Context: an optimization exercise on an open-source flow, tuned for small area. The choices shown serve that exercise and are no tape-out recipe.
RTL that was checked went through simulation tests only; none was proved equivalent to the original.
Power figures rest on the tool's default switching activity, not on a simulated workload.

==> delta: inputs <==
==> flow/design.v (excerpt) <==
module mq
     (  
	   MQ_out,
	   word_last_flag,
	   stop,
	   data_valid_pass_reg,
	   flush_over,
	   word_last_valid,
	   bit_enough_to_bpc,
	   one_codeblock_over,
	   PCXD,
	   flush,
	   clk,
	   rst,
	   rst_syn,
	   start_aga,
	   song_require,
	   block_all_bp_over);
clock: 12.0 ns
lec_check: 0
abc_area: 1
cap_margin: 20
core_margin: 2
core_utilization: 45
cts_cluster_diameter: 100
cts_cluster_size: 25
place_density: 0.6
slew_margin: 20
run.sh (not shown) runs the stock make flow with config.mk's settings and CLKGATE_MAP_FILE= SYNTH_SCRIPT=/design/flow/synth_recipe.tcl, a recipe that flattens the netlist after the stock synthesis.
==> inputs of violet, as changes to delta <==
Settings changed: CORE_UTILIZATION 45 to 60, CTS_CLUSTER_SIZE 25 to 28, PLACE_DENSITY 0.6 to 0.72.
==> qor summary <==
Result of the run: delta timing/DRC/antenna clean; violet timing/DRC/antenna clean
Layout fillers: delta 10,400; violet 7,010
Die Wd: delta 321 µm; violet 278 µm
Worst-path clk slew: delta 100 ps; violet 110 ps
Worst slew margin: delta 15.3%; violet 10.5%
Layout overhead on the synthesized area: delta 6.39%; violet 4.96%
Dpl ws: delta 3560 ps; violet 3430 ps
Die height: delta 321 µm; violet 278 µm
Total power density per cell area: delta 98.5 mW/mm²; violet 96.0 mW/mm²
Clock latency on the worst-skew pair: delta 650 ps; violet 640 ps
Final cell count without fillers: delta 7,653; violet 7,309
Number of buffers inserted during clock tree synthesis: delta 43; violet 37
Worst r2r dst: delta n_index_cx1_sp[3]; violet n_index_cx18_mrp[4]
Crit share post-route: delta 75.9%; violet 78.4%
Post-layout util: delta 48.1%; violet 63.6%
Clock group: delta 1.73 mW; violet 1.56 mW
Cell-internal power: delta 3.59 mW; violet 3.50 mW
Share of total power in the clock network: delta 36.7%; violet 34.3%
Fmax: delta 110 MHz; violet 106 MHz
Wire length of the first global-routing pass: delta 251,000 µm; violet 237,000 µm
Combined area of the multi-input logic cells: delta 0.0230 mm²; violet 0.0230 mm²
Count of clock-net buffers in the final layout: delta 48; violet 38
Sequential fraction of design power: delta 60.1%; violet 62.5%
Tot GR Track Use: delta 31.2%; violet 38.6%
Stages on worst setup path: delta 30; violet 31
Clock network area share: delta 2.72%; violet 2.33%
Final-layout non-clock buffer area share: delta 1.83%; violet 1.81%

* * *

==> inputs of v10 <==
mq, a different RTL version from the one above (not shown whole).
export LEC_CHECK = 0
export ABC_AREA = 1
export CAP_MARGIN = 20
export CORE_MARGIN = 2
export CORE_UTILIZATION = 45
export CTS_BUF_LIST = sky130_fd_sc_hd__clkbuf_4
export PLACE_DENSITY = 0.6
export SLEW_MARGIN = 20
create_clock -name core_clock -period 12.0 [get_ports {clk}]
==> v36 (differences from v10) <==
--- a/flow/design.v
+++ b/flow/design.v
@@ -930,261 +930,24 @@
 wire B_eq_ff=(B==8'hff);
 wire B_eq_fe=(B==8'hfe);
 reg [3:0]CT_add_1;
 reg [7:0]B1;
 reg B_add1;
+wire[27:0] C_aux;
+assign C_aux=C_temp<<CT;
+wire ct_ok=(CT!=4'd0)&&(CT<=4'd12);
 always@(*)
   begin
-    CT_add_1=7;B_add1=0;  
-  case(CT)
-    1:if(B_eq_ff) 
-        begin
-          B1=C_temp[26:19]; 
-        end
-      else if(C_temp[26]==1)
-        begin
-          B_add1=1;    
-          if(B_eq_fe)
-            B1={1'b0,C_temp[25:19]};
-          else
-            begin
-              CT_add_1=8;
-              B1=C_temp[25:18];
-            end
-        end
-      else
-        begin
-          CT_add_1=8;
-          B1=C_temp[25:18];
-        end
-    2:if(B_eq_ff) 
-        begin
-          B1=C_temp[25:18]; 
-        end
-      else if(C_temp[25]==1)
-        begin
-          B_add1=1;   
-          if(B_eq_fe)
-            B1={1'b0,C_temp[24:18]};
-          else
-            begin
-              CT_add_1=8;
-              B1=C_temp[24:17];
-            end
-        end
-      else
-        begin
-          CT_add_1=8;
-          B1=C_temp[24:17];
-        end
-    3:if(B_eq_ff) 
-        begin
-          B1=C_temp[24:17]; 
-        end
-      else if(C_temp[24]==1)
-        begin
-          B_add1=1;   
-          if(B_eq_fe)
-            B1={1'b0,C_temp[23:17]};
-          else
-            begin
-              CT_add_1=8;
-              B1=C_temp[23:16];
-            end
-        end
-      else
-        begin
-          CT_add_1=8;
-          B1=C_temp[23:16];
-        end
-    4:if(B_eq_ff) 
-        begin
-          B1=C_temp[23:16]; 
-        end
-      else if(C_temp[23]==1)
-        begin
-          B_add1=1;   
-          if(B_eq_fe)
-            B1={1'b0,C_temp[22:16]};
-          else
-            begin
-              CT_add_1=8;
-              B1=C_temp[22:15];
-            end
-        end
-      else
-        begin
-          CT_add_1=8;
-          B1=C_temp[22:15];
-        end
-    5:if(B_eq_ff) 
-        begin
-          B1=C_temp[22:15]; 
-        end
-      else if(C_temp[22]==1)
-        begin
-          B_add1=1;   
-          if(B_eq_fe)
-            B1={1'b0,C_temp[21:15]};
-          else
-            begin
-              CT_add_1=8;
-              B1=C_temp[21:14];
-            end
-        end
-      else
-        begin
-          CT_add_1=8;
-          B1=C_temp[21:14];
-        end
-    6:if(B_eq_ff) 
-        begin
-          B1=C_temp[21:14]; 
-        end
-      else if(C_temp[21]==1)
-        begin
-          B_add1=1;   
-          if(B_eq_fe)
-            B1={1'b0,C_temp[20:14]};
-          else
-            begin
-              CT_add_1=8;
-              B1=C_temp[20:13];
-            end
-        end
-      else
-        begin
-          CT_add_1=8;
-          B1=C_temp[20:13];
-        end
-    7:if(B_eq_ff) 
-        begin
-          B1=C_temp[20:13]; 
-        end
-      else if(C_temp[20]==1)
-        begin
-          B_add1=1;   
-          if(B_eq_fe)
-            B1={1'b0,C_temp[19:13]};
-          else
-            begin
-              CT_add_1=8;
-              B1=C_temp[19:12];
-            end
-        end
-      else
-        begin
-          CT_add_1=8;
-          B1=C_temp[19:12];
-        end
-    8:if(B_eq_ff) 
-        begin
-          B1=C_temp[19:12]; 
-        end
-      else if(C_temp[19]==1)
-        begin
-          B_add1=1;   
-          if(B_eq_fe)
-            B1={1'b0,C_temp[18:12]};
-          else
-            begin
-              CT_add_1=8;
-              B1=C_temp[18:11];
-            end
-        end
-      else
-        begin
-          CT_add_1=8;
-          B1=C_temp[18:11];
-        end
-    9:if(B_eq_ff) 
-        begin
-          B1=C_temp[18:11]; 
-        end
-      else if(C_temp[18]==1)
-        begin
-          B_add1=1;   
-          if(B_eq_fe)
-            B1={1'b0,C_temp[17:11]};
-          else
-            begin
-              CT_add_1=8;
-              B1=C_temp[17:10];
-            end
-        end
-      else
-        begin
-          CT_add_1=8;
-          B1=C_temp[17:10];
-        end
-    10:if(B_eq_ff) 
-        begin
-          B1=C_temp[17:10]; 
-        end
-      else if(C_temp[17]==1)
-        begin
-          B_add1=1;   
-          if(B_eq_fe)
-            B1={1'b0,C_temp[16:10]};
-          else
-            begin
-              CT_add_1=8;
-              B1=C_temp[16:9];
-            end
-        end
-      else
-        begin
-          CT_add_1=8;
-          B1=C_temp[16:9];
-        end
-    11:if(B_eq_ff) 
-        begin
-          B1=C_temp[16:9]; 
-        end
-      else if(C_temp[16]==1)
-        begin
-          B_add1=1;   
-          if(B_eq_fe)
-            B1={1'b0,C_temp[15:9]};
-          else
-            begin
-              CT_add_1=8;
-              B1=C_temp[15:8];
-            end
-        end
-      else
-        begin
-          CT_add_1=8;
-          B1=C_temp[15:8];
-        end
-    12:if(B_eq_ff) 
-        begin
-          B1=C_temp[15:8]; 
-        end
-      else if(C_temp[15]==1)
-        begin
-          B_add1=1;   
-          if(B_eq_fe)
-            B1={1'b0,C_temp[14:8]};
-          else
-            begin
-              CT_add_1=8;
-              B1=C_temp[14:7];
-            end
-        end
-      else
-        begin
-          CT_add_1=8;
-          B1=C_temp[14:7];
-        end
-     default:
-        begin
-          CT_add_1=4'b0;
-          B_add1=1'b0;
-          B1=8'b0;
-        end 
-  endcase
+    CT_add_1=7;B_add1=0;B1=8'b0;
+    if(!ct_ok) begin CT_add_1=4'b0; B_add1=1'b0; B1=8'b0; end
+    else if(B_eq_ff) B1=C_aux[27:20];
+    else if(C_aux[27]==1) begin
+      B_add1=1;
+      if(B_eq_fe) B1={1'b0,C_aux[26:20]};
+      else begin CT_add_1=8; B1=C_aux[26:19]; end
+    end
+    else begin CT_add_1=8; B1=C_aux[26:19]; end
   end
 wire [4:0]CT_plus_add_1_7=CT+7;
 wire [4:0]CT_plus_add_1_8=CT+8;
 wire SA_st_CT=(count_A0_reg<CT);
 wire Bout_flag_flush;
@@ -1352,23 +1115,20 @@
  else if(sel_mask==2'b10)
 	MASK=MASK_2;
  else 
     MASK=28'b1;
  wire[27:0] C_temp_shift;
- assign C_temp_shift=C_temp<<num_shift;
  wire[27:0] C_temp_shift_fill0;
  assign C_temp_shift_fill0=C_temp_shift&MASK;
  reg[27:0] C_updated_1;
  always @(*)
   if(num_shift==0)
    C_updated_1=C_temp;
   else if(SA_st_CT&&(!flush_delay3)) 
    C_updated_1=C_temp_shift;
   else 
    C_updated_1=C_temp_shift_fill0;
- wire[27:0] C_aux;
- assign C_aux=C_temp<<CT;
 wire[3:0] CT_f_1= CT-count_A0_reg; 
 wire[3:0] CT_f_2_1= CT_plus_add_1_7-num_shift; 
 wire[3:0] CT_f_2_2= CT_plus_add_1_8-num_shift; 
 reg[3:0]CT_f;
 always @(*)
@@ -1496,11 +1256,21 @@
  if(sel_mask_2)
 	MASK_C2=28'b0000000011111111111111111111;
  else 
 	MASK_C2=28'b0000000001111111111111111111;
 wire[27:0] C_updated_2;
-assign C_updated_2=((C_temp_shift_S_2 & MASK_C2) << Sub_2_S_2);
+wire [19:0] s2_mask_s=(sel_mask_S==2'b01)?20'hfffff:(sel_mask_S==2'b10)?20'h7ffff:20'h00001;
+wire [19:0] s2_mask_c2=(sel_mask_2)?20'hfffff:20'h7ffff;
+wire [19:0] s2_mask_c2k=(CT_add_1_S_1[3])?(s2_mask_c2>>8):(CT_add_1_S_1[0])?(s2_mask_c2>>7):s2_mask_c2;
+wire [19:0] s2_z=C_aux_M&s2_mask_s&s2_mask_c2k;
+wire s2_ok=(SA_sub_CT_S_1>=CT_add_1_S_1);
+wire sh_s3=(count_stop==3);
+wire [27:0] sh_in=sh_s3?(s2_ok?{8'b0,s2_z}:28'd0):C_temp;
+wire [3:0] sh_amt=sh_s3?SA_sub_CT_S_1:num_shift;
+wire [27:0] sh_out=sh_in<<sh_amt;
+assign C_temp_shift=sh_out;
+assign C_updated_2=sh_out;
 wire[27:0] C_mux;
 assign C_mux=(count_stop==3)? C_updated_2:C_updated_1;
 reg[27:0] C_sp,C_mrp,C_cp;
  always @(*)
  if((pass3==2'b01)||(flush_en_delay3_sp))
CTS_BUF_LIST = not set   (was sky130_fd_sc_hd__clkbuf_4)
CTS_CLUSTER_DIAMETER = 100   (was not set)
CTS_CLUSTER_SIZE = 25   (was not set)
==> summary.txt <==
Final Skew between 0.06 and 0.07 ns; largest net degree at the start of global routing between 80 and 90; Vias/cell 5.95; Pwr per Cell Area 93.4 nW/um2; Endpoint, Worst Hold A_sp[9]; total power draw 4.74 mW; Int Pwr 3.57 mW; register area share after synthesis 0.357; CP bufs+invs 6; Die Ht 330 um; outcome timing/DRC/antenna clean; first-pass GRT wire length 281000 um; DR WL met2 84000 um; Layout Area Growth over Synthesis 5.94%; Total Routing Usage GR 0.331; sequential cell area share 0.337; Placeable Area approximately 110000 um2; Reg-to-Reg End index_cx8_mrp[0]
(the above is from v36)
==> summary.txt <==
outcome timing/DRC/antenna clean; Final Skew 0.0929 ns; first-pass GRT wire length 323000 um; sequential cell area share 0.307; main combinational cell family by area after synthesis simple AND/OR/NAND/NOR gates; Total Routing Usage GR 0.363; Pwr per Cell Area 102 nW/um2; Vias/cell roughly 5.9; CTS Root Cell clkbuf_4; register area share after synthesis 0.336; Layout Area Growth over Synthesis 9.41%; CP bufs+invs 9; Int Pwr 4.19 mW; DR WL met2 95300 um; Reg-to-Reg End index_cx2_sp[1]; largest net degree at the start of global routing 88; Placeable Area roughly 110000 um2; Endpoint, Worst Hold C_sp[21]; first-pass iteration count of the detailed router 9; total power draw 5.65 mW
(the above is from v10)
Function not checked in v36: the RTL went through the layout flow alone.

==> port drivers added, routing unchanged <==
Ports are ideal in the flow. The routed layouts listed here were re-timed in OpenROAD. Step 1 sets driving cells, clkbuf_16 on the clock port and buf_2 on the other inputs (assumed; they add their load-dependent delay and slew). Step 2 times the ports against the registers' clock, not the clock port: input delays grow and output delays shrink by t, the midpoint of the rising clock arrivals with the driver on. Three values: no drivers, after step 1, after step 2; two values: the first two.
run	shift t [ns]	setup WS [ns]	worst setup path after step 2
delta	0.701	2.896 / 2.832 / 3.533	register to output
violet	0.681	2.588 / 2.520 / 3.201	register to output
v10	1.213	1.482 / 1.414 / 2.627	register to output
v36	0.748	2.788 / 2.717 / 3.465	register to output
After both steps setup and hold are still met in every run listed.
